This design comes from an exercise in tuning for small area on the open sky130 flow, not from production work. Only simulation tests tie the RTL to the original design; equivalence was not proved. Power is estimated from default activity; no workload was simulated.

==> inputs of job 7690 <==
## RegisterFile32Bits
module RegisterFile32Bits(DataIn,DataA,DataB,RdAddress1,RdAddress2,WrtAddress,clk,Reset,Wenable);
input[31:0]DataIn;
input clk,Reset,Wenable;
input [4:0]RdAddress1,RdAddress2,WrtAddress;
output [31:0]DataA,DataB;
wire [31:0] Load;
wire [31:0] SelA, SelB;
wire [1023:0] Dout;
reg [31:0] Valid;
Fiveto32Decoder uwr (WrtAddress, Wenable, Load);
always @(posedge clk or posedge Reset)
  if (Reset)
    Valid <= 32'b0;
  else
    Valid <= Valid | Load;
genvar i;
generate
  for (i = 0; i < 32; i = i + 1) begin : r
    Register32bit u (DataIn, Dout[32*i +: 32], Load[i], ~Load[i], clk);
  end
endgenerate
Fiveto32Decoder urd1 (RdAddress1, 1'b1, SelA);
Fiveto32Decoder urd2 (RdAddress2, 1'b1, SelB);
Mux32to1 um1 (Dout, SelA & Valid, DataA);
Mux32to1 um2 (Dout, SelB & Valid, DataB);
endmodule
==> module RegisterFile32Bits, before the edit <==
module RegisterFile32Bits(DataIn,DataA,DataB,RdAddress1,RdAddress2,WrtAddress,clk,Reset,Wenable);
input[31:0]DataIn;
input clk,Reset,Wenable;
input [4:0]RdAddress1,RdAddress2,WrtAddress;
output [31:0]DataA,DataB;
wire [31:0] Load;
wire [31:0] SelA, SelB;
wire [1023:0] Dout;
reg [31:0] Valid;
Fiveto32Decoder uwr (WrtAddress, Wenable, Load);
always @(posedge clk or posedge Reset)
  if (Reset)
    Valid <= 32'b0;
  else
    Valid <= Valid | Load;
genvar i;
generate
  for (i = 0; i < 32; i = i + 1) begin : r
    Register32bit u (DataIn, Dout[32*i +: 32], Load[i], ~Load[i], clk);
  end
endgenerate
Fiveto32Decoder urd1 (RdAddress1, 1'b1, SelA);
Fiveto32Decoder urd2 (RdAddress2, 1'b1, SelB);
Mux32to1 um1 (Dout, SelA & Valid, DataA);
Mux32to1 um2 (Dout, SelB & Valid, DataB);
endmodule
clock: 7.0 ns
lec_check: 0
cap_margin: 0
core_margin: 2
core_utilization: 50
cts_buf_list: sky130_fd_sc_hd__clkbuf_16
cts_cluster_diameter: 100
cts_cluster_size: 24
slew_margin: 0
synth_hierarchical: 1
synth_minimum_keep_size: 0
run.sh (not shown) runs the stock make flow with config.mk's settings and CLKGATE_MAP_FILE= SYNTH_SCRIPT=/design/flow/synth_recipe.tcl, a recipe that flattens the netlist after the stock synthesis.
==> job 9584 (differences from job 7690) <==
--- a/flow/design.v
+++ b/flow/design.v
@@ -7,4 +7,15 @@
   for (i = 0; i < 32; i = i + 1) begin : g
     assign Out[i] = Enable & (Select == i);
+  end
+endgenerate
+endmodule
+module Fiveto32DecoderMasked(Select, Enable, Out);
+input [4:0] Select;
+input [31:0] Enable;
+output [31:0] Out;
+genvar i;
+generate
+  for (i = 0; i < 32; i = i + 1) begin : g
+    assign Out[i] = Enable[i] & (Select == i);
   end
 endgenerate
@@ -85,7 +96,7 @@
   end
 endgenerate
-Fiveto32Decoder urd1 (RdAddress1, 1'b1, SelA);
-Fiveto32Decoder urd2 (RdAddress2, 1'b1, SelB);
-Mux32to1 um1 (Dout, SelA & Valid, DataA);
-Mux32to1 um2 (Dout, SelB & Valid, DataB);
+Fiveto32DecoderMasked urd1 (RdAddress1, Valid, SelA);
+Fiveto32DecoderMasked urd2 (RdAddress2, Valid, SelB);
+Mux32to1 um1 (Dout, SelA, DataA);
+Mux32to1 um2 (Dout, SelB, DataB);
 endmodule
==> flow/flow/run.sh (new file) <==
#!/bin/bash
# The standard layout (the standard.sh), with two changes:
# - port buffers are the smallest buffer instead of the resizer's default choice;
# - clock tree synthesis inserts no dummy loads (registers only feed themselves
#   and the outputs, so there is no register-to-register skew to balance).
set -euo pipefail
CTS="-sink_clustering_enable -repair_clock_nets -dont_use_dummy_load"
CTS="$CTS -sink_clustering_size 24 -sink_clustering_max_diameter 100"
CTS="$CTS -buf_list sky130_fd_sc_hd__clkbuf_16"
bash standard.sh \
  "BUFFER_PORTS_ARGS=-buffer_cell sky130_fd_sc_hd__buf_1" \
  "CTS_ARGS=$CTS" \
  finish > standard.log 2>&1
==> flow/standard.sh (new file) <==
#!/bin/bash
# synth_recipe.tcl (not shown) runs the flow's synth.tcl, then flattens the netlist and writes it again
# the make line also repeats each setting of config.mk as NAME=value (left out here)
make -C /OpenROAD-flow-scripts/flow DESIGN_CONFIG=/design/flow/config.mk WORK_HOME=/design/flow/orfs CLKGATE_MAP_FILE= SYNTH_SCRIPT=/design/flow/synth_recipe.tcl "${@:-finish}"
removed: flow/run.sh
==> job 4393 (differences from job 7690) <==
--- a/flow/design.v
+++ b/flow/design.v
@@ -7,4 +7,15 @@
   for (i = 0; i < 32; i = i + 1) begin : g
     assign Out[i] = Enable & (Select == i);
+  end
+endgenerate
+endmodule
+module Fiveto32DecoderMasked(Select, Enable, Out);
+input [4:0] Select;
+input [31:0] Enable;
+output [31:0] Out;
+genvar i;
+generate
+  for (i = 0; i < 32; i = i + 1) begin : g
+    assign Out[i] = Enable[i] & (Select == i);
   end
 endgenerate
@@ -85,7 +96,7 @@
   end
 endgenerate
-Fiveto32Decoder urd1 (RdAddress1, 1'b1, SelA);
-Fiveto32Decoder urd2 (RdAddress2, 1'b1, SelB);
-Mux32to1 um1 (Dout, SelA & Valid, DataA);
-Mux32to1 um2 (Dout, SelB & Valid, DataB);
+Fiveto32DecoderMasked urd1 (RdAddress1, Valid, SelA);
+Fiveto32DecoderMasked urd2 (RdAddress2, Valid, SelB);
+Mux32to1 um1 (Dout, SelA, DataA);
+Mux32to1 um2 (Dout, SelB, DataB);
 endmodule
==> flow/flow/run.sh (new file) <==
#!/bin/bash
# The standard layout (the standard.sh), with two changes:
# - port buffers are the smallest buffer instead of the resizer's default choice;
# - clock tree synthesis inserts no dummy loads (registers only feed themselves
#   and the outputs, so there is no register-to-register skew to balance).
set -euo pipefail
CTS="-sink_clustering_enable -repair_clock_nets -dont_use_dummy_load"
CTS="$CTS -sink_clustering_size 28 -sink_clustering_max_diameter 100"
CTS="$CTS -buf_list sky130_fd_sc_hd__clkbuf_16"
bash standard.sh \
  "BUFFER_PORTS_ARGS=-buffer_cell sky130_fd_sc_hd__buf_1" \
  "CTS_ARGS=$CTS" \
  finish > standard.log 2>&1
==> flow/standard.sh (new file) <==
#!/bin/bash
# synth_recipe.tcl (not shown) runs the flow's synth.tcl, then flattens the netlist and writes it again
# the make line also repeats each setting of config.mk as NAME=value (left out here)
make -C /OpenROAD-flow-scripts/flow DESIGN_CONFIG=/design/flow/config.mk WORK_HOME=/design/flow/orfs CLKGATE_MAP_FILE= SYNTH_SCRIPT=/design/flow/synth_recipe.tcl "${@:-finish}"
- CTS_CLUSTER_SIZE: 24 -> 28
removed: flow/run.sh
==> notes <==
The highest via count belongs to job 9584, the lowest to job 4393.
The highest sequential share of layout area belongs to job 4393, the lowest to job 7690.
Against job 9584, the global-route usage of job 7690 is higher by 1.3 points.
Against job 9584, the combinational power of job 7690 is smaller by about 9%.
Total power: job 9584 > job 7690 > job 4393.
First-iteration DRC count, highest first: job 9584, job 7690, job 4393.
In job 7690 the clock power is higher than in job 4393, by 9.2%.
Die area: job 7690 is larger than job 4393 (0.74%).

==> port drivers added, routing unchanged <==
No port has a modelled driver above. Below, the same layouts with a new extraction and two added sets of constraints.
Step 1, drivers: a clkbuf_16 drives clk and a buf_2 each remaining input, both assumed.
Step 2 times the ports against the registers' clock, not the clock port: input delays grow and output delays shrink by t, the midpoint of the rising clock arrivals with the driver on.
a / b / c = no drivers / after step 1 / after step 2; a / b = the first two.
run	shift t [ns]	setup slack, ns	worst setup path after step 2	worst slew at a driven data input, ns
job 7690	0.734	0.201 / 0.176 / 0.176	input to output	0.12
job 9584	0.719	1.026 / 0.894 / 0.894	input to output	0.19
job 4393	0.704	0.981 / 0.845 / 0.845	input to output	0.17
After both steps every run listed still meets setup and hold. For job 4393, which loses most, drivers alone change the setup slack by -0.136 ns; drivers and shift together by -0.136 ns.
